Context: an optimization exercise on an open-source flow, tuned for small area and a short achievable clock period. The choices shown serve that exercise and are no tape-out recipe.
In this exercise RTL edits were held to simulation tests only and were not proved equivalent to the original.

==> flow/design.v <==
module top #(
    parameter DATA_WIDTH = 32,
    parameter INSTR_WIDTH = 32,
    parameter ADDR_WIDTH = 32,
    parameter MEM_ADDR_WIDTH = 17,
    parameter REG_DATA_WIDTH = 5,
    parameter OFFSET = 4
) (
    input   logic                       clk,
    input   logic                       rst,
    output  logic [ADDR_WIDTH-1:0]      imem_addr,
    input   logic [INSTR_WIDTH-1:0]     imem_rdata,
    output  logic [MEM_ADDR_WIDTH-1:0]  dmem_addr,
    output  logic [DATA_WIDTH-1:0]      dmem_wdata,
    output  logic [2:0]                 dmem_size,
    output  logic                       dmem_we,
    output  logic                       dmem_re,
    input   logic [DATA_WIDTH-1:0]      dmem_rdata,
    output  logic [DATA_WIDTH-1:0]      a0
);
    logic [31:0] pc;
    logic [31:0] instrD;
    logic        validD;
    logic        regWriteE, loadE, storeE, jumpE;
    logic        beqE, bneE, bltE, bgeE, bltuE, bgeuE;
    logic        jalrE, subE;
    logic        rAddE, rAndE, rOrE, rBE, rSltE, rSllE, rSrlE;
    logic        aFwdE, bImmE, bFwdE, bRegE, wdFwdE;
    logic [31:0] rd1E, rd2E, immE;
    logic [4:0]  rdE;
    logic [2:0]  sizeE;
    logic        regWriteM, loadM, storeM;
    logic [31:0] aluM, wdataM;
    logic [4:0]  rdM;
    logic [2:0]  sizeM;
    logic        weW, a0W;
    logic [31:0] resW;
    logic [4:0]  rdW;
    logic [31:1][31:0] rf;
    logic        stall, redirect;
    logic [31:0] target;
    assign imem_addr = pc;
    always_ff @(posedge clk or posedge rst) begin
        if (rst)
            pc <= 32'hBFC00000;
        else if (redirect)
            pc <= target;
        else if (!stall)
            pc <= pc + 32'd4;
    end
    always_ff @(posedge clk or posedge rst) begin
        if (rst)
            validD <= 1'b0;
        else if (redirect)
            validD <= 1'b0;
        else if (!stall)
            validD <= 1'b1;
    end
    always_ff @(posedge clk) begin
        if (!stall)
            instrD <= imem_rdata;
    end
    logic [6:0] op;
    logic [2:0] f3;
    logic [4:0] rs1, rs2, rdD;
    assign op  = instrD[6:0];
    assign f3  = instrD[14:12];
    assign rs1 = instrD[19:15];
    assign rs2 = instrD[24:20];
    assign rdD = instrD[11:7];
    logic isJal, isJalr, isBr, isLd, isSt, isOpImm, isOp, isLui;
    assign isJal   = (op == 7'b1101111);
    assign isJalr  = (op == 7'b1100111);
    assign isBr    = (op == 7'b1100011);
    assign isLd    = (op == 7'b0000011);
    assign isSt    = (op == 7'b0100011);
    assign isOpImm = (op == 7'b0010011);
    assign isOp    = (op == 7'b0110011);
    assign isLui   = (op == 7'b0110111);
    logic isAlu, isJump, regWriteD;
    assign isAlu     = isOpImm | isOp;
    assign isJump    = isJal | isJalr;
    assign regWriteD = isJump | isLd | isAlu | isLui;
    assign stall = loadE && ((rdE == rs1) || (rdE == rs2));
    logic [31:0] r1, r2;
    logic [31:0] rfa [0:31];
    always_comb begin
        rfa[0] = '0;
        for (int i = 1; i < 32; i++) rfa[i] = rf[i];
    end
    always_comb begin
        r1 = rfa[rs1];
        r2 = rfa[rs2];
        if (weW && rdW == rs1 && rs1 != 5'd0) r1 = resW;
        if (weW && rdW == rs2 && rs2 != 5'd0) r2 = resW;
    end
    logic [31:0] ldExt, resM;
    always_comb begin
        case (sizeM)
            3'b010:  ldExt = dmem_rdata;
            3'b001:  ldExt = {{16{dmem_rdata[15]}}, dmem_rdata[15:0]};
            3'b000:  ldExt = {{24{dmem_rdata[7]}}, dmem_rdata[7:0]};
            3'b100:  ldExt = {24'b0, dmem_rdata[7:0]};
            3'b101:  ldExt = {16'b0, dmem_rdata[15:0]};
            default: ldExt = 32'b0;
        endcase
    end
    assign resM = loadM ? ldExt : aluM;
    logic fA_M, fB_M, fA_W, fB_W;
    assign fA_M = regWriteE && rdE != 5'd0 && rdE == rs1;
    assign fB_M = regWriteE && rdE != 5'd0 && rdE == rs2;
    assign fA_W = regWriteM && rdM != 5'd0 && rdM == rs1;
    assign fB_W = regWriteM && rdM != 5'd0 && rdM == rs2;
    logic [31:0] immI, immS, immB, immJ, immU, immBJ, immDec;
    assign immI = {{20{instrD[31]}}, instrD[31:20]};
    assign immS = {{20{instrD[31]}}, instrD[31:25], instrD[11:7]};
    assign immB = {{20{instrD[31]}}, instrD[7], instrD[30:25], instrD[11:8], 1'b0};
    assign immJ = {{12{instrD[31]}}, instrD[19:12], instrD[20], instrD[30:21], 1'b0};
    assign immU = {instrD[31:12], 12'b0};
    assign immBJ = (isJal ? immJ : immB) - 32'd8;
    always_comb begin
        if (isBr | isJal) immDec = immBJ;
        else if (isSt)    immDec = immS;
        else if (isLui)   immDec = immU;
        else              immDec = immI;
    end
    logic dSub, dAdd, dAnd, dOr, dB, dSlt, dSll, dSrl;
    always_comb begin
        dSub = 1'b0; dAdd = 1'b0; dAnd = 1'b0; dOr = 1'b0;
        dB = 1'b0; dSlt = 1'b0; dSll = 1'b0; dSrl = 1'b0;
        if (isAlu) begin
            case (f3)
                3'b000: begin dAdd = 1'b1; dSub = isOp & instrD[30]; end
                3'b001: dSll = 1'b1;
                3'b010: begin dSlt = 1'b1; dSub = 1'b1; end
                3'b011: dB = 1'b1;
                3'b100: dAnd = 1'b1;
                3'b101: dSrl = 1'b1;
                3'b110: dOr = 1'b1;
                3'b111: dAnd = 1'b1;
            endcase
        end else if (isLui | isJump) begin
            dB = 1'b1;
        end else begin
            dAdd = 1'b1;
            dSub = isBr;
        end
    end
    logic [2:0] sizeD;
    always_comb begin
        sizeD = 3'b000;
        if (isLd) begin
            case (f3)
                3'b001: sizeD = 3'b001;
                3'b010: sizeD = 3'b010;
                3'b100: sizeD = 3'b100;
                3'b101: sizeD = 3'b101;
                default: sizeD = 3'b000;
            endcase
        end else if (isSt) begin
            case (f3)
                3'b001: sizeD = 3'b001;
                3'b010: sizeD = 3'b010;
                default: sizeD = 3'b000;
            endcase
        end
    end
    logic goE;
    assign goE = validD && !redirect && !stall;
    always_ff @(posedge clk or posedge rst) begin
        if (rst) begin
            regWriteE <= 1'b0; loadE <= 1'b0; storeE <= 1'b0; jumpE <= 1'b0;
            beqE <= 1'b0; bneE <= 1'b0; bltE <= 1'b0; bgeE <= 1'b0;
            bltuE <= 1'b0; bgeuE <= 1'b0;
        end else begin
            regWriteE <= goE & regWriteD;
            loadE     <= goE & isLd;
            storeE    <= goE & isSt;
            jumpE     <= goE & isJump;
            beqE      <= goE & isBr & (f3 == 3'b000);
            bneE      <= goE & isBr & (f3 == 3'b001);
            bltE      <= goE & isBr & (f3 == 3'b100);
            bgeE      <= goE & isBr & (f3 == 3'b101);
            bltuE     <= goE & isBr & (f3 == 3'b110);
            bgeuE     <= goE & isBr & (f3 == 3'b111);
        end
    end
    logic useImm;
    assign useImm = isLd | isSt | isOpImm | isLui;
    always_ff @(posedge clk) begin
        jalrE  <= isJalr;
        subE   <= dSub;
        rAddE  <= dAdd;
        rAndE  <= dAnd;
        rOrE   <= dOr;
        rBE    <= dB;
        rSltE  <= dSlt;
        rSllE  <= dSll;
        rSrlE  <= dSrl;
        aFwdE  <= fA_M;
        bImmE  <= useImm;
        bFwdE  <= !useImm && !isJump && fB_M;
        bRegE  <= !useImm && (isJump || !fB_M);
        wdFwdE <= fB_M;
        rd1E   <= (fA_W && !isJalr) ? resM : r1;
        rd2E   <= isJump ? pc : (fB_W ? resM : r2);
        immE   <= immDec;
        rdE    <= rdD;
        sizeE  <= sizeD;
    end
    logic [31:0] srcA, srcB, wdataE;
    assign srcA   = aFwdE ? aluM : rd1E;
    assign srcB   = ({32{bImmE}} & immE) | ({32{bFwdE}} & aluM) | ({32{bRegE}} & rd2E);
    assign wdataE = wdFwdE ? aluM : rd2E;
    logic [32:0] sum;
    assign sum = {1'b0, srcA} + {1'b0, srcB ^ {32{subE}}} + {32'b0, subE};
    logic eq, ltu, lts;
    assign eq  = (srcA == srcB);
    assign ltu = !sum[32];
    assign lts = (srcA[31] ^ srcB[31]) ? srcA[31] : sum[31];
    logic [31:0] aluE;
    assign aluE = ({32{rAddE}} & sum[31:0])
                | ({32{rAndE}} & (srcA & srcB))
                | ({32{rOrE}}  & (srcA | srcB))
                | ({32{rBE}}   & srcB)
                | ({32{rSltE}} & {31'b0, lts})
                | ({32{rSllE}} & (srcA << srcB[4:0]))
                | ({32{rSrlE}} & (srcA >> srcB[4:0]));
    assign redirect = jumpE
                    | (beqE  &  eq)  | (bneE  & !eq)
                    | (bltE  &  lts) | (bgeE  & !lts)
                    | (bltuE &  ltu) | (bgeuE & !ltu);
    assign target = (jalrE ? rd1E : pc) + immE;
    always_ff @(posedge clk or posedge rst) begin
        if (rst) begin
            regWriteM <= 1'b0; loadM <= 1'b0; storeM <= 1'b0;
        end else begin
            regWriteM <= regWriteE; loadM <= loadE; storeM <= storeE;
        end
    end
    always_ff @(posedge clk) begin
        aluM   <= aluE;
        wdataM <= wdataE;
        rdM    <= rdE;
        sizeM  <= sizeE;
    end
    assign dmem_addr  = aluM[MEM_ADDR_WIDTH-1:0];
    assign dmem_wdata = wdataM;
    assign dmem_size  = sizeM;
    assign dmem_we    = storeM;
    assign dmem_re    = loadM;
    always_ff @(posedge clk or posedge rst) begin
        if (rst) begin
            weW <= 1'b0; a0W <= 1'b0;
        end else begin
            weW <= regWriteM && rdM != 5'd0;
            a0W <= regWriteM && rdM == 5'd10;
        end
    end
    always_ff @(posedge clk) begin
        resW <= resM;
        rdW  <= rdM;
    end
    always_ff @(posedge clk) begin
        for (int i = 1; i < 32; i++)
            if (weW && rdW == i[4:0]) rf[i] <= resW;
    end
    assign a0 = a0W ? resW : rf[10];
endmodule
make LEC_CHECK=0 CAP_MARGIN=20 CORE_MARGIN=2 CORE_UTILIZATION=40 SETUP_SLACK_MARGIN=5 SLEW_MARGIN=20 finish   # period 10.0 ns
run.sh (not shown) runs the stock make flow with config.mk's settings and CLKGATE_MAP_FILE= SYNTH_SCRIPT=/design/flow/synth_recipe.tcl, a recipe that flattens the netlist after the stock synthesis.
The starting point went through all stages and came out clean.
Edit:
--- a/flow/config.mk
+++ b/flow/config.mk
@@ -10,3 +10,2 @@
 export CORE_UTILIZATION = 40
-export SETUP_SLACK_MARGIN = 5
 export SLEW_MARGIN = 20
Die area does not change. Routed wire length is about the same. Via count hardly moves. Synthesized cell count stays the same. Worst setup slack loses 1.2 ns. Cell area stays flat.

==> what the ideal ports hide <==
Ports are ideal in the flow. The routed layouts listed here were re-timed in OpenROAD.
Step 1 (the two cells are an assumption about what drives the block):
set clk [get_ports {clk}]
set_driving_cell -lib_cell sky130_fd_sc_hd__clkbuf_16 $clk
set_driving_cell -lib_cell sky130_fd_sc_hd__buf_2 [delete_from_list [all_inputs] $clk]
Step 2 times the ports against the registers' clock, not the clock port: input delays grow and output delays shrink by t, the midpoint of the rising clock arrivals with the driver on.
a / b / c = no drivers / after step 1 / after step 2; a / b = the first two.
run	shift t [ns]	setup WS [ns]	latest minus earliest clock arrival (ns)	worst data-port slew with drivers (ns)
the first run	0.894	4.998 / 4.917 / 5.132	0.061 / 0.060	0.08
the second run	0.893	3.845 / 3.845 / 3.845	0.060 / 0.060	0.07
After both steps setup and hold are still met in every run listed.
